Source: an optimization exercise on an open RTL-to-GDS flow (aim: small area). Production flows keep margins and buffers that such runs may drop.
Only simulation tests tie the RTL to the original design; equivalence was not proved.
No activity file was given, so power comes from the tool's default toggle rates.

<file path="design/flow/run.sh">
#!/bin/bash
# synth_recipe.tcl (not shown) runs the flow's synth.tcl, then flattens the netlist and writes it again
# the make line also repeats each setting of config.mk as NAME=value (left out here)
make -C /OpenROAD-flow-scripts/flow DESIGN_CONFIG=/design/flow/config.mk WORK_HOME=/design/flow/orfs CLKGATE_MAP_FILE= SYNTH_SCRIPT=/design/flow/synth_recipe.tcl finish
</file>
<file path="design/flow/config.mk">
export PLATFORM = sky130hd
export DESIGN_NAME = uartwb_top
export DESIGN_NICKNAME = uartwb_top
export VERILOG_FILES = /design/flow/design.v
export SDC_FILE = /design/flow/constraint.sdc
export NUM_CORES = 4
export LEC_CHECK = 0
export CAP_MARGIN = 20
export CORE_MARGIN = 2
export CORE_UTILIZATION = 40
export SLEW_MARGIN = 20
</file>
<file path="design/flow/constraint.sdc">
create_clock -name core_clock -period 10.0 [get_ports {clk_i}]
set_input_delay 2.0000 -clock core_clock [delete_from_list [all_inputs] [get_ports {clk_i}]]
set_output_delay 2.0000 -clock core_clock [all_outputs]
set_load 0.01 [all_outputs]
</file>
<file path="design/flow/design.v">
module uartwb_top #(
  parameter [7:0] ADDR_WID = 32,
  parameter [7:0] DATA_WID = 32,
  parameter       BAUD_PER = 99
  )(
  input  wire clk_i,
  input  wire nrst_i,
  input  wire uart_rx,
  output wire uart_tx,
  output wire [ADDR_WID-1:0] m_wb_addr_o,
  output wire [DATA_WID-1:0] m_wb_data_o,
  input  wire [DATA_WID-1:0] m_wb_data_i,
  output wire                m_wb_we_o,
  output wire                m_wb_cyc_o,
  output wire                m_wb_stb_o,
  input  wire                m_wb_ack_i
  );
  wire [DATA_WID-1 : 0] uartwb_data_o;  
  wire [DATA_WID-1 : 0] uartwb_data_i;  
  wire [ADDR_WID-1 : 0] uartwb_addr_o;  
  wire wrapper_valid_o;
  wire wrapper_en_i;
  wire wrapper_wr_i;
  wire fifo_push_i;
  wire [7:0] fifo_data_i;
  wire [7:0] uartrx_data_o;
  wire uartrx_valid_o;
  uartrx #(
    .BAUD_PER (BAUD_PER)
    ) RX(
    .clk   (clk_i),
    .nrst  (nrst_i),
    .en    (1'b1),
    .rx    (uart_rx),
    .dout  (uartrx_data_o),
    .valid (uartrx_valid_o)
    );
  uartwb_control #(
    .ADDR_WID (ADDR_WID),
    .DATA_WID (DATA_WID)
    ) CONTROL(
    .clk_i           (clk_i),
    .nrst_i          (nrst_i),
    .uartrx_valid_i  (uartrx_valid_o),
    .uartrx_data_i   (uartrx_data_o),
    .uarttx_en_o     (fifo_push_i),
    .uarttx_data_o   (fifo_data_i),
    .wrapper_wr_o    (wrapper_wr_i),
    .wrapper_en_o    (wrapper_en_i),
    .wrapper_valid_i (wrapper_valid_o),
    .wrapper_addr_o  (uartwb_addr_o),
    .wrapper_data_o  (uartwb_data_o),
    .wrapper_data_i  (uartwb_data_i)
    );
  wb_wrapper_master #(
    .ADDR_WID (ADDR_WID),
    .DATA_WID (DATA_WID)
    ) WB(
    .clk_i       (clk_i),
    .nrst_i      (nrst_i),
    .wr          (wrapper_wr_i),
    .en          (wrapper_en_i),
    .addr        (uartwb_addr_o),
    .dout        (uartwb_data_o),
    .din         (uartwb_data_i),
    .valid       (wrapper_valid_o),
    .m_wb_clk_o  (),
    .m_wb_addr_o (m_wb_addr_o),
    .m_wb_data_o (m_wb_data_o),
    .m_wb_data_i (m_wb_data_i),
    .m_wb_we_o   (m_wb_we_o),
    .m_wb_cyc_o  (m_wb_cyc_o),
    .m_wb_stb_o  (m_wb_stb_o),
    .m_wb_ack_i  (m_wb_ack_i)
    );
  wire fifo_full_o;
  wire fifo_empty_o;
  wire [7:0] fifo_data_o;
  reg fifo_pop_i;
  fifo #(
    .DATA_WID (8),
    .DEPTH    (16),
    .DEPL2    (4)
    ) FIFO_TX( 
    .clk      (clk_i),
    .nrst     (nrst_i),
    .push     (fifo_push_i),
    .pop      (fifo_pop_i),
    .data_in  (fifo_data_i),
    .data_out (fifo_data_o),
    .full     (fifo_full_o),
    .empty    (fifo_empty_o)
    );
  wire uarttx_ready_o;
  reg uarttx_en_i;
  reg [1:0] txfifo_state;
  localparam TS_IDLE = 0;
  localparam TS_TXEN = 1;
  localparam TS_BUSY = 2;
  always@(posedge clk_i)
    if (!nrst_i)
      txfifo_state <= TS_IDLE;
    else
      case(txfifo_state)
        TS_IDLE:
          if (!fifo_empty_o && uarttx_ready_o)
            txfifo_state <= TS_TXEN;
          else
            txfifo_state <= TS_IDLE;
        TS_TXEN:
          txfifo_state <= TS_BUSY;
        TS_BUSY:
          if (uarttx_ready_o)
            txfifo_state <= TS_IDLE;
          else
            txfifo_state <= TS_BUSY;
        default:
          txfifo_state <= TS_IDLE;
      endcase
  always@(*)
    if ((txfifo_state == TS_IDLE) && uarttx_ready_o)
      fifo_pop_i <= 1'b1;
    else
      fifo_pop_i <= 0;
  always@(*)
    if (txfifo_state == TS_TXEN)
      uarttx_en_i <= 1'b1;
    else
      uarttx_en_i <= 0;
  uarttx #(
    .BAUD_PER (BAUD_PER)
    ) TX(
    .clk    (clk_i),
    .nrst   (nrst_i),
    .en     (uarttx_en_i),
    .din    (fifo_data_o),
    .tx     (uart_tx),
    .ready  (uarttx_ready_o)
    );
endmodule
module uartwb_control #(
  parameter [7:0] ADDR_WID = 32,
  parameter [7:0] DATA_WID = 32
  )(
  input  wire                  clk_i,
  input  wire                  nrst_i,
  input  wire                  uartrx_valid_i,   
  input  wire [7:0]            uartrx_data_i,
  output reg                   uarttx_en_o,      
  output reg  [7:0]            uarttx_data_o,
  output wire                  wrapper_wr_o,
  output reg                   wrapper_en_o,
  input  wire                  wrapper_valid_i,
  output wire [ADDR_WID-1 : 0] wrapper_addr_o,
  output wire [DATA_WID-1 : 0] wrapper_data_o,
  input  wire [DATA_WID-1 : 0] wrapper_data_i,
  output reg  [7:0]            cmdrx_ctr
  );
  localparam [4:0] ADDR_BYTES = ADDR_WID[7:3];
  localparam [4:0] DATA_BYTES = DATA_WID[7:3];
  reg [4:0] byte_ctr;
  reg [7:0] cmd;
  reg [ADDR_WID-1 : 0] addr;
  reg [DATA_WID-1 : 0] dout, din;
  reg [7:0] chksum, chksum_calc;
  reg wr;
  reg uartrx_valid_q;
  always@(posedge clk_i)
    if (!nrst_i)
      uartrx_valid_q <= 1'b1;
    else
      uartrx_valid_q <= uartrx_valid_i;
  wire uartrx_en;
  assign uartrx_en = (uartrx_valid_i & !uartrx_valid_q)? 1'b1 : 0;
  reg [2:0] state;
  localparam S_IDLE    = 0;
  localparam S_RX_ADDR = 1;
  localparam S_RX_DATA = 2;
  localparam S_RX_CHK  = 6;
  localparam S_CHK1    = 7;
  localparam S_CHK2    = 8;
  localparam S_WB_REQ  = 3;
  localparam S_TX_CMD  = 4;
  localparam S_TX_DATA = 5;
  always@(posedge clk_i)
    if (!nrst_i)
      state <= S_IDLE;
    else
      case(state)
        S_IDLE:
          if (uartrx_en)
            state <= S_RX_ADDR;
          else
            state <= S_IDLE;
        S_RX_ADDR:
          if (uartrx_en && (byte_ctr == (ADDR_BYTES-1)))
            state <= S_RX_DATA;
          else
            state <= S_RX_ADDR;
        S_RX_DATA:
          if (uartrx_en && (byte_ctr == (DATA_BYTES-1)))
            state <= S_RX_CHK;
          else
            state <= S_RX_DATA;
        S_RX_CHK:
          if (uartrx_en)
            state <= S_CHK1;
          else
            state <= S_RX_CHK;
        S_CHK1:
          if (chksum != chksum_calc)
            state <= S_TX_CMD;
          else
            state <= S_WB_REQ;
        S_WB_REQ:
          if (wrapper_valid_i)
            state <= S_TX_CMD;
          else
            state <= S_WB_REQ;
        S_TX_CMD:
          if (!wr)
            state <= S_TX_DATA;
          else
            state <= S_IDLE;
        S_TX_DATA:
          if (byte_ctr == (DATA_BYTES-1))
            state <= S_IDLE;
          else
            state <= S_TX_DATA;
        default:
          state <= S_IDLE;
      endcase
  always@(posedge clk_i)
    if (!nrst_i)
      byte_ctr <= 0;
    else
      case(state)
        S_RX_ADDR:
          if (uartrx_en)
            if (byte_ctr == (ADDR_BYTES-1))
              byte_ctr <= 0;
            else
              byte_ctr <= byte_ctr + 1;
          else
            byte_ctr <= byte_ctr;
        S_RX_DATA:
          if (uartrx_en)
            if (byte_ctr == (DATA_BYTES-1))
              byte_ctr <= 0;
            else
              byte_ctr <= byte_ctr + 1;
        S_TX_DATA:
          if (byte_ctr == (DATA_BYTES-1))
            byte_ctr <= 0;
          else
            byte_ctr <= byte_ctr + 1;
        default:
          byte_ctr <= 0;
      endcase
  always@(posedge clk_i)
    if (!nrst_i)
      wr <= 0;
    else
      if ((state == S_IDLE) && uartrx_en)
        if (uartrx_data_i == 8'd1)
          wr <= 1'b1;
        else
          wr <= 0;
      else if ((state == S_CHK1) && (chksum != chksum_calc))
        wr <= 1'b1;  
      else
        wr <= wr;
  always@(posedge clk_i)
    if (!nrst_i)
      cmd <= 0;
    else
      case(state)
        S_IDLE:
          if (uartrx_en)
            cmd <= uartrx_data_i;
          else
            cmd <= cmd;
        S_CHK1:
          if (chksum != chksum_calc)
            cmd <= 8'hff;
          else
            cmd <= cmd;
        default:
          cmd <= cmd;
      endcase
  always@(posedge clk_i)
    if (!nrst_i)
      addr <= 0;
    else
      if ((state == S_RX_ADDR) && uartrx_en)
        addr <= {addr[ADDR_WID-9 : 0], uartrx_data_i};
      else
        addr <= addr;
  always@(posedge clk_i)
    if (!nrst_i)
      dout <= 0;
    else
      if ((state == S_RX_DATA) && uartrx_en)
        dout <= {dout[DATA_WID-9 : 0], uartrx_data_i};
      else
        dout <= dout;
  always@(posedge clk_i)
    if (!nrst_i)
      chksum <= 0;
    else
      if ((state == S_RX_CHK) && uartrx_en)
        chksum <= uartrx_data_i;
      else
        chksum <= chksum;
  always@(posedge clk_i)
    if (!nrst_i)
      din <= 0;
    else
      case(state)
        S_WB_REQ:
          if (wrapper_valid_i)
            din <= wrapper_data_i;
        S_TX_DATA:
          din <= {din[DATA_WID-9 : 0], 8'd0};
        default:
          din <= din;
      endcase
  always@(*)
    case(state)
      S_TX_CMD:
        uarttx_data_o <= cmd;
      S_TX_DATA:
        uarttx_data_o <= din[DATA_WID-1 : DATA_WID-8]; 
      default:
        uarttx_data_o <= 0;
    endcase
  always@(*)
    case(state)
      S_TX_CMD, S_TX_DATA:
        uarttx_en_o <= 1'b1;
      default:
        uarttx_en_o <= 0;
    endcase
  assign wrapper_wr_o   = wr;
  assign wrapper_addr_o = addr;
  assign wrapper_data_o = dout;
  always@(posedge clk_i)
    if (!nrst_i)
      wrapper_en_o <= 0;
    else
      if ((state == S_CHK1) && (chksum == chksum_calc))
        wrapper_en_o <= 1'b1;
      else
        wrapper_en_o <= 0;
  always@(posedge clk_i)
    if (!nrst_i)
      cmdrx_ctr <= 0;
    else
      if ((state == S_IDLE) && uartrx_en)
        cmdrx_ctr <= cmdrx_ctr + 1;
      else
        cmdrx_ctr <= cmdrx_ctr;
  always@(posedge clk_i)
    if (!nrst_i)
      chksum_calc <= 8'hff;
    else
      case(state)
        S_IDLE, S_RX_ADDR, S_RX_DATA:
          if (uartrx_en)
            chksum_calc <= chksum_calc ^ uartrx_data_i;
          else
            chksum_calc <= chksum_calc;
        S_RX_CHK, S_CHK1, S_CHK2:
          chksum_calc <= chksum_calc;
        default:
          chksum_calc <= 8'hff;
      endcase
endmodule
module uartrx #(
  parameter [13:0] BAUD_PER = 99  
  )(
  input  wire       clk,
  input  wire       nrst,
  input  wire       en,
  input  wire       rx,
  output wire [7:0] dout,
  output wire       valid
  );
  reg [13:0] baud_ctr;
  reg baud_ctr_en;
  always@(posedge clk)
    if (!nrst) begin
      baud_ctr    <= 0;
      baud_ctr_en <= 0;
    end
    else if (baud_ctr < BAUD_PER) begin
      baud_ctr    <= baud_ctr + 1;
      baud_ctr_en <= 0;
    end
    else begin
      baud_ctr    <= 0;
      baud_ctr_en <= 1'b1;
    end
  wire en_sample;
  assign en_sample = en & baud_ctr_en;
  localparam [13:0] BAUD_HALF = {1'b0, BAUD_PER[13:1]};
  reg [13:0] rx_ctr;
  always@(posedge clk)
    if (!nrst)
      rx_ctr <= BAUD_PER;
    else
      if (rx)  
        if (rx_ctr == BAUD_PER)
          rx_ctr <= rx_ctr;
        else
          rx_ctr <= rx_ctr + 1;
      else     
        if (rx_ctr == 0)
          rx_ctr <= rx_ctr;
        else
          rx_ctr <= rx_ctr - 1;
  reg rx_filtered;
  always@(*)
    if (rx_ctr > BAUD_HALF)
      rx_filtered <= 1'b1;
    else
      rx_filtered <= 0;
  reg state;
  parameter S_IDLE = 1'd0;
  parameter S_SAMPLE = 1'd1;
  reg [2:0] sample_ctr;
  always@(posedge clk)
    if (!nrst)
      state <= S_IDLE;
    else
      if (en_sample)
        case(state)
          S_IDLE:
            if (rx_filtered == 0)
              state <= S_SAMPLE;
            else
              state <= S_IDLE;
          S_SAMPLE:
            if (sample_ctr == 3'd7)
              state <= S_IDLE;
            else
              state <= S_SAMPLE;
        endcase
  always@(posedge clk)
    if (!nrst)
      sample_ctr <= 0;
    else
      if (en_sample)
        case(state)
          S_SAMPLE:
            sample_ctr <= sample_ctr + 1;
          default:
            sample_ctr <= sample_ctr;
        endcase
  reg [7:0] rxsr;
  always@(posedge clk)
    if (!nrst)
      rxsr <= 0;
    else
      if (en_sample && (state == S_SAMPLE))
        rxsr <= {rx_filtered, rxsr[7:1]};
  assign dout  = rxsr;
  assign valid = (state == S_IDLE)? 1'b1 : 0;
endmodule
module uarttx #(
  parameter BAUD_PER = 99
  )(
  input  wire       clk,
  input  wire       nrst,
  input  wire       en,
  input  wire [7:0] din,
  output reg        tx,
  output wire       ready
  );
  reg [13:0] baud_ctr;
  reg baud_ctr_en;
  always@(posedge clk)
    if (!nrst) begin
      baud_ctr    <= 0;
      baud_ctr_en <= 0;
    end
    else if (baud_ctr < BAUD_PER) begin
      baud_ctr    <= baud_ctr + 1;
      baud_ctr_en <= 0;
    end
    else begin
      baud_ctr    <= 0;
      baud_ctr_en <= 1'b1;
    end
  reg [1:0] state;
  reg [2:0] bit_ctr;
  parameter S_IDLE  = 0;
  parameter S_SYNC  = 1;
  parameter S_START = 2;
  parameter S_DATA  = 3;
  always@(posedge clk)
    if (!nrst)
      state <= S_IDLE;
    else
      case(state)
        S_IDLE:
          if (en)
            state <= S_SYNC;
          else
            state <= S_IDLE;
        S_SYNC:
          if (baud_ctr_en)
            state <= S_START;
          else
            state <= S_SYNC;
        S_START:
          if (baud_ctr_en)
            state <= S_DATA;
          else
            state <= S_START;
        S_DATA:
          if (baud_ctr_en)
            if (bit_ctr == 3'd7)
              state <= S_IDLE;
            else
              state <= S_DATA;
          else
            state <= S_DATA;
        default:
          state <= S_IDLE;
      endcase
  always@(posedge clk)
    if (!nrst)
      bit_ctr <= 0;
    else
      case(state)
        S_DATA:
          if (baud_ctr_en)
            bit_ctr <= bit_ctr + 1;
          else
            bit_ctr <= bit_ctr;
        default:
          bit_ctr <= 0;
      endcase
  reg [7:0] sr;
  always@(posedge clk)
    if (!nrst)
      sr <= 0;
    else
      case(state)
        S_IDLE:
          if (en)
            sr <= din;
          else
            sr <= sr;
        S_DATA:
          if (baud_ctr_en)
            sr <= {1'b0, sr[7:1]};
          else
            sr <= sr;
        default:
          sr <= sr;
      endcase
  always@(*)
    case(state)
      S_START:
        tx <= 0;
      S_DATA:
        tx <= sr[0];
      default:
        tx <= 1'b1;
    endcase
  assign ready = (state == S_IDLE)? 1'b1 : 0;
endmodule
module fifo #(
  parameter DATA_WID = 8,
  parameter DEPTH    = 8,
  parameter DEPL2    = 3
  )(
  input  wire                  clk,
  input  wire                  nrst,
  input  wire                  push,
  input  wire                  pop,
  input  wire [DATA_WID-1 : 0] data_in,
  output reg  [DATA_WID-1 : 0] data_out,
  output reg                   full,
  output reg                   empty
);
  reg                   wr_en;
  reg  [DEPL2-1:0]      rd_addr,wr_addr;
  wire [DATA_WID-1 : 0] rf_out;
  reg [DATA_WID-1 : 0] store [0 : DEPTH-1];
  always@(posedge clk)
    if (wr_en)
      store[wr_addr] <= data_in;
  assign rf_out = store[rd_addr];
  wire [DEPL2-1:0] next_wr_addr, next_rd_addr;
  assign next_wr_addr = wr_addr + 1;
  assign next_rd_addr = rd_addr + 1;
  always@(*)
    if (!full && push)
      wr_en <= 1'b1;
  	else
      wr_en <= 0;
  always@(posedge clk)
    if (!nrst)
      wr_addr <= 0;
  	else
      if (!full && push)
        wr_addr <= next_wr_addr;
  always@(*)
    if (next_wr_addr == rd_addr)
      full <= 1'b1;
  	else
      full <= 0;
  always@(posedge clk)
    if (!nrst)
      rd_addr <= 0;
  	else
      if (!empty && pop)
        rd_addr <= next_rd_addr;
  always@(*)
    if (wr_addr == rd_addr)
      empty <= 1'b1;
  	else
      empty <= 0;
  always@(posedge clk)
    if (!nrst)
      data_out <= 0;
  	else
      if (!empty && pop)
        data_out <= rf_out;
endmodule
module wb_wrapper_master #(
  parameter CLKSCALE = 10,  
  parameter ADDR_WID = 32,
  parameter DATA_WID = 32
  )(
  input  wire                clk_i,
  input  wire                nrst_i,
  input  wire                wr,
  input  wire                en,
  input  wire [ADDR_WID-1:0] addr, 
  input  wire [DATA_WID-1:0] dout,
  output reg  [DATA_WID-1:0] din,
  output reg                 valid,
  output wire                m_wb_clk_o,  
  output wire [ADDR_WID-1:0] m_wb_addr_o,
  output wire [DATA_WID-1:0] m_wb_data_o,
  input  wire [DATA_WID-1:0] m_wb_data_i,
  output wire                m_wb_we_o,
  output wire                m_wb_cyc_o,
  output wire                m_wb_stb_o,
  input  wire                m_wb_ack_i
  );
  reg [2:0] state;
  localparam S_IDLE = 3'd0;
  localparam S_RD1  = 3'd2;
  localparam S_RD2  = 3'd3;
  localparam S_WR1   = 3'd1; 
  localparam S_WR2 = 3'd4;
  always@(posedge clk_i)
    if (!nrst_i)
      state <= S_IDLE;
    else
      case(state)
        S_IDLE:
          if (en)
            if (wr)
              state <= S_WR1;
            else
              state <= S_RD1;
          else
            state <= S_IDLE;
        S_WR1:
          if (m_wb_ack_i)
            state <= S_WR2;
          else
            state <= S_WR1;
        S_RD1:
          if (m_wb_ack_i)
            state <= S_RD2;
          else
            state <= S_RD1;
        default:
          state <= S_IDLE;
      endcase
  reg [ADDR_WID-1 : 0] m_wb_addr;
  reg [DATA_WID-1 : 0] m_wb_data;
  always@(posedge clk_i)
    if (!nrst_i) begin
      m_wb_addr <= 0;
      m_wb_data <= 0;
    end
    else
      if ((state == S_IDLE) && en) begin
        m_wb_addr <= addr;
        if (wr)
          m_wb_data <= dout;
        else
          m_wb_data <= m_wb_data;
      end
      else begin
        m_wb_addr <= m_wb_addr;
        m_wb_data <= m_wb_data;
      end
  reg m_wb_we;
  always@(posedge clk_i)
    if (!nrst_i)
      m_wb_we <= 0;
    else
      if ((state == S_IDLE) && en)
        m_wb_we <= wr;
      else
        m_wb_we <= m_wb_we;
  reg m_wb_cyc, m_wb_stb;
  always@(*)
    case(state)
      S_RD1, S_WR1: begin
        m_wb_cyc <= 1'b1;
        m_wb_stb <= 1'b1;
      end
      default: begin
        m_wb_cyc <= 0;
        m_wb_stb <= 0;
      end
    endcase
  always@(posedge clk_i)
    if (!nrst_i) begin
      din   <= 0;
      valid <= 0;
    end
    else
      if (((state == S_RD1) || (state == S_WR1)) && m_wb_ack_i) begin
        din   <= m_wb_data_i;
        valid <= 1'b1;
      end
      else begin
        din   <= din;
        valid <= 0;
      end
  assign m_wb_addr_o = m_wb_addr;
  assign m_wb_data_o = m_wb_data;
  assign m_wb_we_o   = m_wb_we;
  assign m_wb_cyc_o  = m_wb_cyc;
  assign m_wb_stb_o  = m_wb_stb;
  assign m_wb_clk_o  = clk_i;
endmodule
</file>
==> metrics.md, run 1 <==
| Metric | Value |
|---|---|
| Clock sinks | `447` |
| Fraction of layout instances using a drive strength above 1 | `0.0825` |
| Post-Route WL | `37,500 um` |
| Core Box Area | `45,100 sq um` |
| Synth-to-layout area growth | `16.3%` |
| All-Layer GR Usage | `0.160` |
| First-pass GRT wire length | `61,800 um` |
| CTS Buf Count | `46` |
| Top FF cell, synth | `dfxtp_1` |
| Slew @ Worst Pin | `1.04 ns` |
| Vias per inst | `5.03` |
| Routed vias | `12,100` |
| Final worst path period share | `0.439` |
| Post-route setup TNS | `0 ns` |
| Die area | `47,000 sq um` |
| Resized cells post-CTS | `0` |
| Antenna Cells | `0` |
| HP Start | `TX.baud_ctr[0]` |
| Area contributors post-synth | `dfxtp_1, edfxtp_1, nand2_1, a21boi_0, mux4_2` |
| Iter 0 DRT Violations | `820` |
| Row count | `78` |
| R2R Path Start | `CONTROL.state[2]` |
| Largest net degree at the start of global routing | `138` |
| Power per Cell Area | `188 nW/um^2` |
| Finish-stage setup viols | `0` |
| Starting Density | `0.402` |
| R2R setup slack | `7.17 ns` |
| Critical path required time | `8.00 ns` |
| Worst hold path endpoint | `TX.baud_ctr[0]` |
| FILL cells | `4,228` |
| CTS H-Tree Depth | `2` |
| CTS clk-pin slew, worst paths | `0.06 ns` |
| Worst VDD drop | `0.000118 V` |
| Crit path capture type | `output pin` |
| Number of flops mapped to enable cells by yosys | `128` |
| Placed cell areas | `19,600 sq um` |
| Leakage | `6.95 nW` |
| Height of the die | `217 um` |
| Setup CP Type | `register to output pin` |
| Seq/Total Area, Yosys | `0.564` |
| Routed Antenna Nets | `0` |
| Skew-Pair Late Insertion Delay | `0.58 ns` |
| Total grt overflow | `0` |
| Final Hold Vio Count | `0` |
| Finished Cell Area | `21,100 sq um` |
| WL/cell | `15.6 um` |
| Post-synth top area share | `0.352` |
| Ys async rst share | `0` |
| Initial antenna violation count | `0` |
| Commonest non-fill, non-tap cell in the layout | `nand2_1` |
| Top cell type by total area after synthesis | `dfxtp_1` |
| Max cap viols | `0` |
| CTS tree | `yes` |
| Die W | `217 um` |
| Synthesis-stage register bit count | `447` |
| Hpwl dp | `23,900 um` |
| DR DRC count | `0` |
| Mean Syn Cell Area | `10.7 sq um` |
| Fin nets | `1,836` |
| Post-Syn Area | `18,100 sq um` |
| Min-Delay Path Depth | `1` |
| Input/output buffers | `103` |
| Fmax | `0.228 GHz` |
| Placed cells | `2,322` |
| Hold-fix buffers, CTS | `0` |
| CP arrival | `2.39 ns` |
| Most frequent cells in the layout | `nand2_1, dfxtp_1, a21boi_0` |
| Drt first pass iters | `5` |
| Post-CTS Setup Bufs | `0` |
| Setup crit start kind | `register` |
| Cells after Synth | `1,702` |
| Max-slew headroom | `0.299` |
| Max FO, Critical Path | `14` |
| Min-Delay Path Class | `register to register` |
| I/O pin total | `104` |
| RR Endpoint | `FIFO_TX.store[5][6]` |
| Root Driver | `clkbuf_16` |
| Clock skew | `0.0260 ns` |
| Non-filler cells, final | `2,406` |
| Clk buf depth | `3` |
| Max Slew Vio Count | `0` |
| Yosys Warn Count | `6` |
| Worst reg2reg path depth | `4` |
| Unique masters post-synth | `71` |
| Vias in the first global route | `11,800` |
| RSZ-0062 raised after global routing | `false` |
| Global placement routability congestion | `0.787` |
| Status | `finished clean` |
| Minimum clock period after layout | `4.39 ns` |
-- critical path, stage by stage (launching register included) --
cell and delay, ns:
dfxtp_1 0.36, ha_1 0.59, mux2i_1 0.31, clkdlybuf4s50_1 0.57
-- power breakdown --
group          switching [W]  total [W]  internal, W
logic               0.000189   0.000366     0.000177
clock network       0.000696    0.00167     0.000972
registers          0.0000402    0.00194      0.00189
total               0.000925    0.00397      0.00304
-- cell type report --
type / count / area, sq um / area share
multi-input cells: 1143 / 7400 / 0.351
repair buffers: 116 / 1140 / 0.0541
well taps: 600 / 751 / 0.0356
clock buffers: 67 / 1360 / 0.0647
inverters: 16 / 60.1 / 0.00285
clock inverters: 17 / 129 / 0.00611
flip-flops and latches: 447 / 10200 / 0.485
-- per-layer routing --
metal	vias up	GRT usage	routed length, um
met2	188	0.265	17500
met4	0	0.0354	582
li1	6070	-	-
met3	55	0.0307	1460
met5	-	0	0
met1	5784	0.219	18000
-- flip-flops by register name, summed over array words and instances, names as in the netlist, 14 cells and up --
| name | flops |
|---|---|
| WB.m_wb_data | 32 |
| WB.din | 32 |
| TX.baud_ctr | 14 |
| CONTROL.addr | 32 |
| WB.m_wb_addr | 32 |
| RX.baud_ctr | 14 |
| RX.rx_ctr | 14 |
| CONTROL.din | 32 |
| FIFO_TX.store | 128 |
| CONTROL.dout | 32 |
-- per-stage QoR --
step	total power, W	setup slack (ns)	hold WS (ns)	util
after CTS	0.00402	5.52	0.447	0.467
after global routing	0.00414	5.46	0.468	0.467
final	0.00397	5.61	0.438	0.467
after detailed placement	0.00234	5.32	0.438	0.434
after floorplan	0.00226	6.23	0.411	-
after global placement	0.00233	5.37	0.428	0.433
-- cell families after synthesis --
logic type,Yosys count,synth area share
AND/OR/NAND/NOR,625,0.151
flip-flops,447,0.564
AO/OA/AOI/OAI,362,0.148
buffers and inverters,125,0.0329
multiplexers,68,0.0605
XOR/XNOR,44,0.0220
adder cells (fa/ha/maj),30,0.0211
other,1,0.000207
-- how the worst max path moves through the flow --
stage                     start            end  slack, ns  depth (start not counted)
floorplan               uart_rx  RX.rx_ctr[12]       6.23                          7
global placement        uart_rx  RX.rx_ctr[12]       5.37                          8
detailed placement      uart_rx  RX.rx_ctr[12]       5.32                          8
CTS                 TX.state[1]        uart_tx       5.52                          3
global route        TX.state[1]        uart_tx       5.46                          3
finish              TX.state[1]        uart_tx       5.61                          3
-- Yosys cell counts, types with 20 or more instances --
| master | instances |
|---|---|
| nor2b_1 | 20 |
| and3_1 | 29 |
| edfxtp_1 | 128 |
| o21ai_0 | 21 |
| a21boi_0 | 156 |
| nand2_1 | 426 |
| xnor2_1 | 24 |
| mux2i_1 | 36 |
| a22oi_1 | 24 |
| nand3_1 | 25 |
| dfxtp_1 | 319 |
| buf_2 | 26 |
| clkbuf_1 | 61 |
| mux4_2 | 28 |
| ha_1 | 29 |
| nor2_1 | 58 |
| a21oi_1 | 34 |
| a21boi_1 | 48 |
==> run 2: changes to the inputs <==
==> design/flow/design.v (replaced) <==
module uartwb_top (
  input  wire        clk_i,
  input  wire        nrst_i,
  input  wire        uart_rx,
  output wire        uart_tx,
  output wire [31:0] m_wb_addr_o,
  output wire [31:0] m_wb_data_o,
  input  wire [31:0] m_wb_data_i,
  output wire        m_wb_we_o,
  output wire        m_wb_cyc_o,
  output wire        m_wb_stb_o,
  input  wire        m_wb_ack_i
  );
  reg  [5:0] tmr;
  reg        ph;
  wire       half = tmr[5] & tmr[4] & tmr[0];    
  wire       full = half & ph;
  always @(posedge clk_i)
    if (!nrst_i) begin
      tmr <= 6'd0;
      ph  <= 1'b0;
    end else begin
      tmr <= half ? 6'd0 : tmr + 6'd1;
      ph  <= ph ^ half;
    end
  reg  [4:0] rc;
  reg  [3:0] bc;       
  reg  [7:0] acc;      
  reg  [7:0] cseg;     
  reg [31:0] aseg;     
  reg [31:0] wseg;     
  reg  [7:0] txsr;
  reg        cyc;
  reg  [3:0] txc;      
  reg  [2:0] left;     
  wire rc_end  = rc[4] & rc[0];                  
  wire samp    = half & ~rc[0] & (rc[4:1] != 4'd0);
  wire ok      = &acc;
  wire we      = (cseg == 8'h01);
  wire done    = half & rc_end & (bc == 4'd9);
  wire tx_go   = full & (bc == 4'd10) & ~cyc;
  wire ack     = cyc & m_wb_ack_i;
  wire txsh    = full & txc[3];
  always @(posedge clk_i)
    if (!nrst_i)
      rc <= 5'd0;
    else if (half)
      rc <= (((rc[4:1] == 4'd0) & uart_rx) | rc_end) ? 5'd0 : rc + 5'd1;
  always @(posedge clk_i)
    if (!nrst_i | tx_go)
      bc <= 4'd0;
    else if (half & rc_end & (bc != 4'd10))
      bc <= bc + 4'd1;
  always @(posedge clk_i)
    if (!nrst_i | tx_go)
      acc <= 8'd0;
    else if (samp)
      acc <= {acc[0] ^ uart_rx, acc[7:1]};
  always @(posedge clk_i)
    if (samp & (bc == 4'd0))
      cseg <= {uart_rx, cseg[7:1]};
  always @(posedge clk_i)
    if (samp & (bc >= 4'd1) & (bc <= 4'd4))
      aseg <= {uart_rx, aseg[31:1]};
  always @(posedge clk_i)
    if (ack)
      wseg <= {m_wb_data_i[7:0], m_wb_data_i[15:8], m_wb_data_i[23:16], m_wb_data_i[31:24]};
    else if ((samp & (bc >= 4'd5) & (bc <= 4'd8)) | txsh)
      wseg <= {uart_rx, wseg[31:1]};
  always @(posedge clk_i)
    if (!nrst_i)
      cyc <= 1'b0;
    else if (done)
      cyc <= ok;
    else if (m_wb_ack_i)
      cyc <= 1'b0;
  always @(posedge clk_i)
    if (tx_go)
      txsr <= cseg | {8{~ok}};
    else if (txsh)
      txsr <= {wseg[0], txsr[7:1]};
  always @(posedge clk_i)
    if (!nrst_i) begin
      txc  <= 4'd0;
      left <= 3'd0;
    end else if (full) begin
      if (txc != 4'd0)
        txc <= txc + 4'd1;
      else if (tx_go) begin
        txc  <= 4'd7;
        left <= (ok & ~we) ? 3'd4 : 3'd0;
      end else if (left != 3'd0) begin
        txc  <= 4'd7;
        left <= left - 3'd1;
      end
    end
  assign uart_tx     = txc[3] ? txsr[0] : (txc != 4'd7);
  assign m_wb_addr_o = {aseg[7:0], aseg[15:8], aseg[23:16], aseg[31:24]};
  assign m_wb_data_o = {wseg[7:0], wseg[15:8], wseg[23:16], wseg[31:24]};
  assign m_wb_we_o   = we;
  assign m_wb_cyc_o  = cyc;
  assign m_wb_stb_o  = cyc;
endmodule
==> design/flow/flow/run.sh (new file) <==
#!/bin/bash
set -e
cp standard.sh standard_sh.txt
export BUFFER_PORTS_ARGS="-buffer_cell sky130_fd_sc_hd__buf_1"
export CTS_ARGS="-sink_clustering_enable -repair_clock_nets -dont_use_dummy_load"
bash standard.sh > standard.log 2>&1
==> design/flow/standard.sh (new file) <==
#!/bin/bash
# synth_recipe.tcl (not shown) runs the flow's synth.tcl, then flattens the netlist and writes it again
# the make line also repeats each setting of config.mk as NAME=value (left out here)
make -C /OpenROAD-flow-scripts/flow DESIGN_CONFIG=/design/flow/config.mk WORK_HOME=/design/flow/orfs CLKGATE_MAP_FILE= SYNTH_SCRIPT=/design/flow/synth_recipe.tcl "${@:-finish}"
removed: design/flow/run.sh
==> metrics.md, run 2 <==
| Metric | Value |
|---|---|
| Worst reg2reg path depth | `6` |
| Post-Route WL | `8180 um` |
| Mean Syn Cell Area | `15.0 sq um` |
| CTS tree | `yes` |
| Setup CP Type | `register to output pin` |
| Input/output buffers | `103` |
| Skew-Pair Late Insertion Delay | `0.39 ns` |
| Synth-to-layout area growth | `14.7%` |
| Synth cell count leaders | `edfxtp_1, mux2_2, dfxtp_1, nor2_1, ha_1` |
| Max Slew Vio Count | `0` |
| Area contributors post-synth | `edfxtp_1, dfxtp_1, mux2_2, ha_1, mux2i_1` |
| RR Endpoint | `acc[7]` |
| Final core occ | `0.474` |
| Unique masters post-synth | `50` |
| Ys async rst share | `0` |
| Final Hold Vio Count | `0` |
| Max FO, Critical Path | `3` |
| R2R setup slack | `7.76 ns` |
| Most frequent cells in the layout | `buf_1, edfxtp_1, mux2_2` |
| Number of flops mapped to enable cells by yosys | `80` |
| Starting Density | `0.413` |
| Top FF cell, synth | `edfxtp_1` |
| Largest regs | `aseg x32, wseg x32` |
| Routed Antenna Nets | `0` |
| I/O pin total | `104` |
| Slew @ Worst Pin | `0.463 ns` |
| Post-route setup slack | `6.47 ns` |
| Max-slew headroom | `0.688` |
| Leakage | `1.72 nW` |
| Largest net degree at the start of global routing | `34` |
| Minimum clock period after layout | `3.53 ns` |
| Total grt overflow | `0` |
| Finish-stage setup viols | `0` |
| Height of the die | `110 um` |
| Resized cells post-CTS | `0` |
| Core Box Area | `10,900 sq um` |
| Pre-CTS setup slack | `6.58 ns` |
| HP Start | `aseg[31]` |
| Status | `finished clean` |
| Hpwl dp | `5770 um` |
| Synthesis-stage register bit count | `112` |
| First-pass GRT wire length | `12,600 um` |
| Fmax | `0.283 GHz` |
| Root Driver | `clkbuf_8` |
| Global placement routability congestion | `0.753` |
| Post-route setup TNS | `0 ns` |
| Clock sinks | `112` |
| WL/cell | `15.0 um` |
| CTS H-Tree Depth | `3` |
| Antenna Cells | `0` |
| Most frequent cell after synthesis | `edfxtp_1` |
| Setup crit start kind | `register` |
| Max cap viols | `0` |
| Seq/Total Area, Yosys | `0.676` |
| Post-synth top area share | `0.534` |
| Top cell type by total area after synthesis | `edfxtp_1` |
| Critical path required time | `8.00 ns` |
| CTS Buf Count | `9` |
| Drt first pass iters | `4` |
| Clock skew | `0.0343 ns` |
| RSZ-0062 raised after global routing | `false` |
| Hold-fix buffers, CTS | `0` |
| Min-Delay Path Class | `register to register` |
| Row count | `38` |
| Initial antenna violation count | `0` |
| Commonest non-fill, non-tap cell in the layout | `buf_1` |
| CP arrival | `1.53 ns` |
| Fin nets | `456` |
| Worst VDD drop | `0.0000853 V` |
| Power per Cell Area | `139 nW/um^2` |
| Crit path capture type | `output pin` |
| Post-Syn Area | `4500 sq um` |
| Clk buf depth | `2` |
| Min-Delay Path Depth | `0` |
| Worst hold path endpoint | `aseg[30]` |
| Cells after Synth | `300` |
| Die W | `110 um` |
| All-Layer GR Usage | `0.138` |
| Final worst path period share | `0.353` |
| Post-CTS Setup Bufs | `0` |
| Vias per inst | `4.93` |
| Vias in the first global route | `2,607` |
| Iter 0 DRT Violations | `147` |
| CTS clk-pin slew, worst paths | `0.10 ns` |
| Yosys Warn Count | `1` |
| R2R Path Start | `tmr[4]` |
| DR DRC count | `0` |
| Fraction of layout instances using a drive strength above 1 | `0.128` |
| Die area | `12,100 sq um` |
| Routed vias | `2,691` |
[run 2: report_power, final]
group | switching, W | leakage (nW) | internal [W]
clock | 0.000134 | 0.0647 | 0.0000813
combinational | 0.00000558 | 0.682 | 0.00000472
sequential | 0.000000806 | 0.977 | 0.000491
[run 2: logic make-up after synthesis]
| group | after synthesis | synth area share |
|---|---|---|
| multiplexers | 43 | 0.105 |
| AO/OA/AOI/OAI | 26 | 0.0470 |
| AND/OR/NAND/NOR | 76 | 0.0948 |
| buffers and inverters | 19 | 0.0208 |
| flip-flops | 112 | 0.676 |
| adder cells (fa/ha/maj) | 12 | 0.0334 |
| XOR/XNOR | 12 | 0.0233 |
[run 2: per-layer routing]
metal,vias up,track usage,wire length [um]
met4,0,0.0542,105
met1,1284,0.180,3740
met3,10,0.0447,409
li1,1333,-,-
met2,64,0.215,3930
met5,-,0,0
[run 2: layout make-up]
cell class | instances | area, sq um
inverters | 9 | 33.8
clock buffers | 9 | 124
multi-input cells | 169 | 1370
fillers | 991 | 5730
repair buffers | 107 | 417
well taps | 140 | 175
flip-flops and latches | 112 | 3040
[run 2: worst max-delay path, stage by stage, from the launching register on]
cell	delay, ns
edfxtp_1	0.43
nor4_1	0.27
and4b_1	0.30
buf_1	0.17
[run 2: per-stage QoR]
step,hold WS (ns),power (W),area (sq um),cells
floorplan,0.426,0.000506,4500,300
global placement,0.429,0.000513,5040,537
detailed placement,0.435,0.000513,5040,537
CTS,0.439,0.000727,5160,546
global route,0.444,0.000743,5160,546
finish,0.436,0.000718,5160,546
[run 2: worst max path at each step]
stage | start | end | slack [ns]
final | cseg[2] | m_wb_we_o | 6.47
after global routing | cseg[2] | m_wb_we_o | 6.38
after CTS | cseg[2] | m_wb_we_o | 6.44
after detailed placement | m_wb_ack_i | wseg[22] | 6.58
after global placement | m_wb_ack_i | wseg[31] | 6.59
after floorplan | tmr[4] | aseg[0] | 6.09
==> run 3: changes to the inputs <==
==> design/flow/flow/run.sh (replaced) <==
#!/bin/bash
set -e
cp standard.sh standard_sh.txt
export BUFFER_PORTS_ARGS="-buffer_cell sky130_fd_sc_hd__buf_1"
export CTS_ARGS="-sink_clustering_enable -repair_clock_nets -dont_use_dummy_load -sink_clustering_size 40 -sink_clustering_max_diameter 300"
bash standard.sh > standard.log 2>&1
==> metrics.md, run 3 <==
| Metric | Value |
|---|---|
| Register Area | `3040 sq um` |
| Iter 0 DRT Violations | `147` |
| I/O pin total | `104` |
| Critical Path Max Stage Delay | `0.43 ns` |
| Finish-stage setup viols | `0` |
| R2R Path Start | `tmr[4]` |
| Delay-heaviest family, CP | `simple AND/OR/NAND/NOR gates` |
| Area contributors post-synth | `edfxtp_1, dfxtp_1, mux2_2, ha_1, mux2i_1` |
| Max cap viols | `0` |
| Slew @ Worst Pin | `0.463 ns` |
| Core Box Area | `10,900 sq um` |
| Top FF cell, synth | `edfxtp_1` |
| Min-Delay Path Class | `register to register` |
| Area of the multi-input gates | `1370 sq um` |
| Number of flops mapped to enable cells by yosys | `80` |
| Worst setup path startpoint | `cseg[2]` |
| Cells after Synth | `300` |
| Largest regs | `aseg x32, wseg x32` |
| DR DRC count | `0` |
| Power per Cell Area | `139 nW/um^2` |
| CP arrival | `1.53 ns` |
| Die area | `12,100 sq um` |
| Post-route setup TNS | `0 ns` |
| Ys async rst share | `0` |
| WL/cell | `15.0 um` |
| CP Capture Point | `m_wb_we_o` |
| Max-slew headroom | `0.688` |
| Routed vias | `2,691` |
| All-Layer GR Usage | `0.138` |
| Antenna Cells | `0` |
| Critical path required time | `8.00 ns` |
| CTS tree | `yes` |
| Total grt overflow | `0` |
| Drt first pass iters | `4` |
| Most frequent cells in the layout | `buf_1, edfxtp_1, mux2_2` |
| Post-synth top area share | `0.534` |
| Int Pwr | `0.000577 W` |
| Worst path slowest cell | `edfxtp_1` |
| Root Driver | `clkbuf_8` |
| Top cell type by total area after synthesis | `edfxtp_1` |
| Crit path capture type | `output pin` |
| Post-Route WL | `8180 um` |
| Vias per inst | `4.93` |
| Share of power burned in the clock network | `0.300` |
| Yosys Warn Count | `1` |
| Most frequent cell after synthesis | `edfxtp_1` |
| Pwr Total | `0.000718 W` |
| Unique masters post-synth | `50` |
| Height of the die | `110 um` |
| Hpwl dp | `5770 um` |
| Starting Density | `0.413` |
| Synth-to-layout area growth | `14.7%` |
| Initial antenna violation count | `0` |
| Max FO, Critical Path | `3` |
| CP Cell Sequence | `nor4_1 > and4b_1 > buf_1` |
| Synth cell count leaders | `edfxtp_1, mux2_2, dfxtp_1, nor2_1, ha_1` |
| Skew-Pair Late Insertion Delay | `0.39 ns` |
| FILL cells | `991` |
| Vias in the first global route | `2,607` |
| Routed Antenna Nets | `0` |
| RR Endpoint | `acc[7]` |
| Setup CP Type | `register to output pin` |
| CTS Buf Count | `9` |
| CTS clk-pin slew, worst paths | `0.10 ns` |
| Seq/Total Area, Yosys | `0.676` |
| Clk buf depth | `2` |
| Worst reg2reg path depth | `6` |
| RSZ-0062 raised after global routing | `false` |
| Post-Syn Area | `4500 sq um` |
| Hold-fix buffers, CTS | `0` |
| Status | `finished clean` |
| Final core occ | `0.474` |
| Clock sinks | `112` |
| CTS H-Tree Depth | `3` |
| First-pass GRT wire length | `12,600 um` |
| Final Hold Vio Count | `0` |
| CP Depth | `3` |
| Setup crit start kind | `register` |
| Minimum clock period after layout | `3.53 ns` |
| Leakage | `1.72 nW` |
| Switching share of power | `0.196` |
| Row count | `38` |
| R2R setup slack | `7.76 ns` |
| Largest net degree at the start of global routing | `34` |
| Die W | `110 um` |
| Post-CTS Setup Bufs | `0` |
| Commonest non-fill, non-tap cell in the layout | `buf_1` |
| Input/output buffers | `103` |
| Fraction of layout instances using a drive strength above 1 | `0.128` |
| Max Slew Vio Count | `0` |
| Synthesis-stage register bit count | `112` |
| Hold Slack | `0.436 ns` |
| Fmax | `0.283 GHz` |
| Global placement routability congestion | `0.753` |
| Mean Syn Cell Area | `15.0 sq um` |
| Logic pwr share | `0.014` |
| Worst VDD drop | `0.0000853 V` |
| Clock skew | `0.0343 ns` |
| Non-filler cells, final | `546` |
| Reg power frac | `0.685` |
| Placed cells | `537` |
| Psw | `0.000141 W` |
| Fin nets | `456` |
| Bufs and invs on worst path | `1` |
| Final worst path period share | `0.353` |
| Resized cells post-CTS | `0` |
run 3: cell counts after synthesis:
No cell type changed its count.
run 3: power by group through the flow:
| stage | registers, W | clock network, W | logic [W] |
|---|---|---|---|
| floorplan | 0.000502 | 0 | 0.00000373 |
| global placement | 0.000502 | 0 | 0.0000102 |
| detailed placement | 0.000503 | 0 | 0.0000105 |
| CTS | 0.000492 | 0.000224 | 0.0000105 |
| global route | 0.000492 | 0.000239 | 0.0000118 |
| finish | 0.000492 | 0.000216 | 0.0000103 |
run 3: final cells by class:
class | instances | share of cell area
tap | 140 | 0.0339
inverter | 9 | 0.00654
multi-input combinational | 169 | 0.265
sequential | 112 | 0.589
timing repair buffer | 107 | 0.0807
clock buffer | 9 | 0.0240
run 3: kinds of logic (layout without fill, tap and decap cells):
group	after synthesis	after routing	share of synthesized area
mux	43	43	0.105
buf+inv	19	125	0.0208
flops	112	112	0.676
fa+ha+maj	12	12	0.0334
simple gates	76	76	0.0948
compound gates	26	26	0.0470
xor+xnor	12	12	0.0233
run 3: per-stage QoR:
stage	cell area [sq um]	setup slack [ns]
6_report	5160	6.47
2_1_floorplan	4500	6.09
3_5_place_dp	5040	6.58
4_1_cts	5160	6.44
3_3_place_gp	5040	6.59
5_1_grt	5160	6.38
run 3: worst min-delay path by stage:
stage	from	to	cells past startpoint
final	aseg[31]	aseg[30]	0
after global routing	aseg[31]	aseg[30]	0
after CTS	aseg[31]	aseg[30]	0
after detailed placement	aseg[30]	aseg[29]	0
after global placement	aseg[26]	aseg[25]	0
after floorplan	tmr[0]	tmr[0]	1
run 3: metal layers:
metal	part of all wire	vias up	global-route usage
met2	0.48	64	0.215
met3	0.050	10	0.0447
met5	0	-	0
met4	0.013	0	0.0542
li1	-	1333	-
met1	0.46	1284	0.180
==> run 4: changes to the inputs <==
==> design/flow/flow/run.sh (replaced) <==
#!/bin/bash
set -e
cp standard.sh standard_sh.txt
export BUFFER_PORTS_ARGS="-buffer_cell sky130_fd_sc_hd__buf_1"
export CTS_ARGS="-sink_clustering_enable -repair_clock_nets -dont_use_dummy_load -sink_clustering_size 60 -sink_clustering_max_diameter 300 -buf_list sky130_fd_sc_hd__clkbuf_16"
bash standard.sh > standard.log 2>&1
==> metrics.md, run 4 <==
| Metric | Value |
|---|---|
| Yosys Warn Count | `1` |
| Number of flops mapped to enable cells by yosys | `80` |
| Drt first pass iters | `4` |
| Worst reg2reg path depth | `6` |
| Skew-Pair Late Insertion Delay | `0.36 ns` |
| R2R Path Start | `tmr[4]` |
| Int Pwr | `0.000655 W` |
| Hold-fix buffers, CTS | `0` |
| Synth cell count leaders | `edfxtp_1, mux2_2, dfxtp_1, nor2_1, ha_1` |
| Post-Route WL | `8270 um` |
| Non-filler cells, final | `546` |
| Clock sinks | `112` |
| Root Driver | `clkbuf_16` |
| Largest family of logic cells by synthesized area | `multiplexers` |
| CTS H-Tree Depth | `3` |
| Starting Density | `0.413` |
| Final Hold Vio Count | `0` |
| All-Layer GR Usage | `0.140` |
| Die area | `12,100 sq um` |
| Fmax | `0.287 GHz` |
| Fraction of layout instances using a drive strength above 1 | `0.128` |
| Cells after Synth | `300` |
| Minimum clock period after layout | `3.49 ns` |
| Power per Cell Area | `153 nW/um^2` |
| Min-Delay Path Depth | `0` |
| Simple logic cell fraction of the synthesized area | `0.0948` |
| Pwr Total | `0.000806 W` |
| Most frequent cell after synthesis | `edfxtp_1` |
| Worst VDD drop | `0.000109 V` |
| Post-synth top area share | `0.534` |
| Synth Area in Adders | `0.0334` |
| Placed cells | `537` |
| Unique masters post-synth | `50` |
| Area contributors post-synth | `edfxtp_1, dfxtp_1, mux2_2, ha_1, mux2i_1` |
| Largest net degree at the start of global routing | `34` |
| Switching share of power | `0.187` |
| Pre-CTS setup slack | `6.58 ns` |
| Slew @ Worst Pin | `0.485 ns` |
| Die W | `110 um` |
| Max Slew Vio Count | `0` |
| Max cap viols | `0` |
| Clock skew | `0.0218 ns` |
| Most frequent cells in the layout | `buf_1, edfxtp_1, mux2_2` |
| Worst setup path startpoint | `cseg[2]` |
| Psw | `0.000151 W` |
| Iter 0 DRT Violations | `133` |
| HP Start | `aseg[31]` |
| Synth-to-layout area growth | `16.9%` |
| Ys async rst share | `0` |
| Initial antenna violation count | `0` |
| Routed vias | `2,696` |
| RSZ-0062 raised after global routing | `false` |
| Final core occ | `0.483` |
| Max FO, Critical Path | `3` |
| Commonest non-fill, non-tap cell in the layout | `buf_1` |
| Row count | `38` |
| Logic pwr share | `0.013` |
| Top cell type by total area after synthesis | `edfxtp_1` |
| CP arrival | `1.49 ns` |
| Height of the die | `110 um` |
| First-pass GRT wire length | `12,600 um` |
| Core Box Area | `10,900 sq um` |
| I/O pin total | `104` |
| Mean Syn Cell Area | `15.0 sq um` |
| Post-route setup slack | `6.51 ns` |
| XOR/XNOR Fraction of Synth Area | `0.0233` |
| Leakage | `1.77 nW` |
| Input/output buffers | `103` |
| WL/cell | `15.1 um` |
| Post-Syn Area | `4500 sq um` |
| Critical path required time | `8.00 ns` |
| Status | `finished clean` |
| FILL cells | `988` |
| Vias per inst | `4.94` |
| Finish-stage setup viols | `0` |
| Setup crit start kind | `register` |
| Setup CP Type | `register to output pin` |
| Final worst path period share | `0.349` |
| Routed Antenna Nets | `0` |
| Hpwl dp | `5770 um` |
| Antenna Cells | `0` |
| Clk buf depth | `2` |
| Vias in the first global route | `2,625` |
| Post-route setup TNS | `0 ns` |
| Seq/Total Area, Yosys | `0.676` |
| Min-Delay Path Class | `register to register` |
| Fin nets | `456` |
| Synthesis-stage register bit count | `112` |
| Reg power frac | `0.611` |
| CTS clk-pin slew, worst paths | `0.07 ns` |
| Resized cells post-CTS | `0` |
| Max-slew headroom | `0.677` |
| Share of power burned in the clock network | `0.377` |
| Crit path capture type | `output pin` |
| Largest regs | `aseg x32, wseg x32` |
| DR DRC count | `0` |
| CTS tree | `yes` |
| CTS Buf Count | `9` |
| Post-CTS Setup Bufs | `0` |
| Total grt overflow | `0` |
| Top FF cell, synth | `edfxtp_1` |
| Post-synthesis mux area share | `0.105` |
| Synth Area in Compound Gates | `0.0470` |
| Global placement routability congestion | `0.753` |
-- run 4: layer usage --
metal / share of wire / vias to the layer above / wire, um / global-route usage
met1: 0.46 / 1301 / 3800 / 0.181
met2: 0.48 / 55 / 3960 / 0.216
li1: - / 1330 / - / -
met5: 0 / - / 0 / 0
met3: 0.043 / 10 / 357 / 0.0517
met4: 0.019 / 0 / 156 / 0.0488
-- run 4: critical path, stage by stage (launching register included) --
cell      delay (ns)
edfxtp_1        0.42
nor4_1          0.27
and4b_1         0.29
buf_1           0.17
-- run 4: cells by family (layout without fill, tap and decap cells) --
family	count (synthesis)	count (layout)
buffers and inverters	19	125
AO/OA/AOI/OAI	26	26
flip-flops	112	112
XOR/XNOR	12	12
multiplexers	43	43
AND/OR/NAND/NOR	76	76
adder cells (fa/ha/maj)	12	12
-- run 4: worst paths after layout --
path | slack, ns | end
worst min-delay path | 0.44 | aseg[30]
worst min register to register | 0.44 | aseg[30]
worst max-delay path | 6.51 | m_wb_we_o
worst max register to register | 7.77 | acc[7]
-- run 4: area by class of cell --
class	count	area, sq um	share of cell area
sequential	112	3040	0.578
timing repair buffer	107	417	0.0792
multi-input combinational	169	1370	0.260
tap	140	175	0.0333
clock buffer	9	225	0.0428
inverter	9	33.8	0.00642
-- run 4: power groups by stage --
stage / logic, W / clock network (W) / registers (W)
after floorplan: 0.00000373 / 0 / 0.000502
after global placement: 0.0000102 / 0 / 0.000502
after detailed placement: 0.0000105 / 0 / 0.000503
after CTS: 0.0000106 / 0.000314 / 0.000492
after global routing: 0.0000119 / 0.000330 / 0.000492
final: 0.0000103 / 0.000304 / 0.000492
-- run 4: stage by stage --
stage / hold WS (ns) / instance area [sq um]
floorplan: 0.426 / 4500
global placement: 0.429 / 5040
detailed placement: 0.435 / 5040
CTS: 0.444 / 5260
global route: 0.448 / 5260
finish: 0.444 / 5260
==> run 5: changes to the inputs <==
==> design/flow/run.sh (new file) <==
#!/bin/bash
# synth_recipe.tcl (not shown) runs the flow's synth.tcl, then flattens the netlist and writes it again
# the make line also repeats each setting of config.mk as NAME=value (left out here)
make -C /OpenROAD-flow-scripts/flow DESIGN_CONFIG=/design/flow/config.mk WORK_HOME=/design/flow/orfs CLKGATE_MAP_FILE= SYNTH_SCRIPT=/design/flow/synth_recipe.tcl finish
removed: design/flow/flow/run.sh
removed: design/flow/standard.sh
==> metrics.md, run 5 <==
| Metric | Value |
|---|---|
| Mean Syn Cell Area | `15.0 sq um` |
| Max FO, Critical Path | `3` |
| R2R Path Start | `tmr[0]` |
| Synth-to-layout area growth | `30.9%` |
| R2R setup slack | `7.77 ns` |
| Worst VDD drop | `0.0000780 V` |
| Setup CP Type | `register to output pin` |
| I/O pin total | `104` |
| Min-Delay Path Class | `register to register` |
| Clock skew | `0.0139 ns` |
| All-Layer GR Usage | `0.146` |
| Fraction of layout instances using a drive strength above 1 | `0.143` |
| Vias in the first global route | `2,729` |
| Minimum clock period after layout | `3.92 ns` |
| CTS clk-pin slew, worst paths | `0.11 ns` |
| Die W | `110 um` |
| First-pass GRT wire length | `13,500 um` |
| Commonest non-fill, non-tap cell in the layout | `clkdlybuf4s50_1` |
| Most frequent cells in the layout | `clkdlybuf4s50_1, edfxtp_1, mux2_2` |
| Post-CTS Setup Bufs | `0` |
| Unique masters post-synth | `50` |
| Starting Density | `0.413` |
| Global placement routability congestion | `0.748` |
| Worst reg2reg path depth | `5` |
| DR DRC count | `0` |
| Yosys Warn Count | `1` |
| Number of flops mapped to enable cells by yosys | `80` |
| Post-Syn Area | `4500 sq um` |
| Top FF cell, synth | `edfxtp_1` |
| Total grt overflow | `0` |
| Clock sinks | `112` |
| Initial antenna violation count | `0` |
| Status | `finished clean` |
| Most frequent cell after synthesis | `edfxtp_1` |
| Seq/Total Area, Yosys | `0.676` |
| CP arrival | `1.92 ns` |
| Delay-heaviest family, CP | `buffers and inverters` |
| HP Start | `aseg[9]` |
| Die area | `12,100 sq um` |
| Max cap viols | `0` |
| Worst hold path endpoint | `aseg[8]` |
| Row count | `38` |
| Vias per inst | `5.02` |
| Root Driver | `clkbuf_8` |
| RSZ-0062 raised after global routing | `false` |
| Antenna Cells | `0` |
| Cells after Synth | `300` |
| Resized cells post-CTS | `0` |
| WL/cell | `15.7 um` |
| Routed vias | `2,775` |
| Fin nets | `456` |
| Max-slew headroom | `0.688` |
| Min-Delay Path Depth | `0` |
| CTS Buf Count | `9` |
| Ys async rst share | `0` |
| Iter 0 DRT Violations | `111` |
| Drt first pass iters | `4` |
| Routed Antenna Nets | `0` |
| Final Hold Vio Count | `0` |
| Top cell type by total area after synthesis | `edfxtp_1` |
| Height of the die | `110 um` |
| Critical Path Max Stage Delay | `0.56 ns` |
| Post-Route WL | `8670 um` |
| Hold-fix buffers, CTS | `0` |
| Input/output buffers | `103` |
| Finish-stage setup viols | `0` |
| Clk buf depth | `2` |
| CTS tree | `yes` |
| Slew @ Worst Pin | `0.468 ns` |
| Power per Cell Area | `135 nW/um^2` |
| Critical path required time | `8.00 ns` |
| Bufs and invs on worst path | `1` |
| Setup crit start kind | `register` |
| Leakage | `2.05 nW` |
| Core Box Area | `10,900 sq um` |
| CP Cell Sequence | `nor4_1 > and4b_1 > clkdlybuf4s50_1` |
| Crit path capture type | `output pin` |
| Worst path slowest cell | `clkdlybuf4s50_1` |
| Hpwl dp | `6150 um` |
| Area contributors post-synth | `edfxtp_1, dfxtp_1, mux2_2, ha_1, mux2i_1` |
| Max Slew Vio Count | `0` |
| CTS H-Tree Depth | `3` |
| Finished Cell Area | `5890 sq um` |
| Largest net degree at the start of global routing | `34` |
| Synth cell count leaders | `edfxtp_1, mux2_2, dfxtp_1, nor2_1, ha_1` |
| Largest regs | `aseg x32, wseg x32` |
| Placed cell areas | `5680 sq um` |
| Final worst path period share | `0.392` |
| Skew-Pair Late Insertion Delay | `0.37 ns` |
| Post-synth top area share | `0.534` |
| RR Endpoint | `wseg[0]` |
| Fmax | `0.255 GHz` |
| Post-route setup TNS | `0 ns` |
| Synthesis-stage register bit count | `112` |
-- run 5: cell count changes in the layout (fill, tap and decap cells not counted) --
cell             previous run  this run
inv_6                       0         3
clkinv_4                    0         2
inv_8                       0         1
clkbuf_16                   9         0
buf_1                     103         0
clkbuf_8                    0         9
bufinv_16                   0         1
clkdlybuf4s50_1             0       103
-- run 5: how the worst max path moves through the flow --
| stage | startpoint | to | slack (ns) | cells past startpoint |
|---|---|---|---|---|
| after global placement | m_wb_ack_i | wseg[17] | 6.21 | 6 |
| after CTS | cseg[2] | m_wb_we_o | 6.05 | 3 |
| after floorplan | tmr[4] | aseg[0] | 6.09 | 4 |
| final | cseg[1] | m_wb_we_o | 6.08 | 3 |
| after detailed placement | m_wb_ack_i | wseg[17] | 6.19 | 6 |
| after global routing | cseg[2] | m_wb_we_o | 6.01 | 3 |
-- run 5: power by group --
group	total (W)	switching (W)	internal, W
sequential	0.000492	0.000000846	0.000491
clock	0.000283	0.000162	0.000121
combinational	0.0000194	0.00000581	0.0000136
total	0.000795	0.000168	0.000626
-- run 5: kinds of logic after synthesis --
| kind of cell | synth area share |
|---|---|
| adder cells (fa/ha/maj) | 0.0334 |
| flip-flops | 0.676 |
| AO/OA/AOI/OAI | 0.0470 |
| buffers and inverters | 0.0208 |
| XOR/XNOR | 0.0233 |
| AND/OR/NAND/NOR | 0.0948 |
| multiplexers | 0.105 |
-- run 5: metal layers --
layer	GRT usage	wire, um	up-vias
met3	0.0429	378	7
met2	0.234	4210	59
met4	0.0425	102	0
li1	-	-	1338
met5	0	0	-
met1	0.193	3980	1371
-- run 5: stage by stage --
stage | cells | setup WS, ns | total power [W] | hold WS (ns) | util
finish | 553 | 6.08 | 0.000795 | 0.458 | 0.541
CTS | 553 | 6.05 | 0.000803 | 0.460 | 0.541
global route | 553 | 6.01 | 0.000820 | 0.465 | 0.541
floorplan | 300 | 6.09 | 0.000506 | 0.426 | -
detailed placement | 537 | 6.19 | 0.000522 | 0.431 | 0.522
global placement | 537 | 6.21 | 0.000522 | 0.432 | 0.522
-- run 5: cell type report --
class                   instances  area [sq um]
clock buffers                   9           124
clock inverters                 7          85.1
fillers                       937          5000
inverters                       9          33.8
multi-input cells             169          1370
flip-flops and latches        112          3040
well taps                     140           175
repair buffers                107          1060

==> afterwards: timing with drivers on the ports <==
No port has a modelled driver above. Below, the same layouts with a new extraction and two added sets of constraints.
Step 1 assumes that a clkbuf_16 drives the clock port and a buf_2 every other input.
Step 2, shift: input delay + t, output delay - t, t = (earliest + latest rising clock arrival at the registers) / 2. This alone moves slack from input paths to output paths.
a / b / c = ideal / step 1 / step 2; a / b = the first two.
run | t, ns | setup WS [ns] | worst hold slack (ns)
run 1 | 0.622 | 5.614 / 5.559 / 5.309 | 0.438 / 0.438 / 0.438
run 2 | 0.404 | 6.471 / 6.434 / 6.576 | 0.436 / 0.436 / 0.436
run 3 | 0.404 | 6.471 / 6.434 / 6.576 | 0.436 / 0.436 / 0.436
run 4 | 0.385 | 6.513 / 6.474 / 6.573 | 0.444 / 0.444 / 0.444
run 5 | 0.401 | 6.077 / 6.043 / 6.226 | 0.458 / 0.458 / 0.458
After both steps setup and hold are still met in every run listed. The setup slack of run 1, which loses most, moves by -0.055 ns with the drivers and by -0.305 ns with both steps.
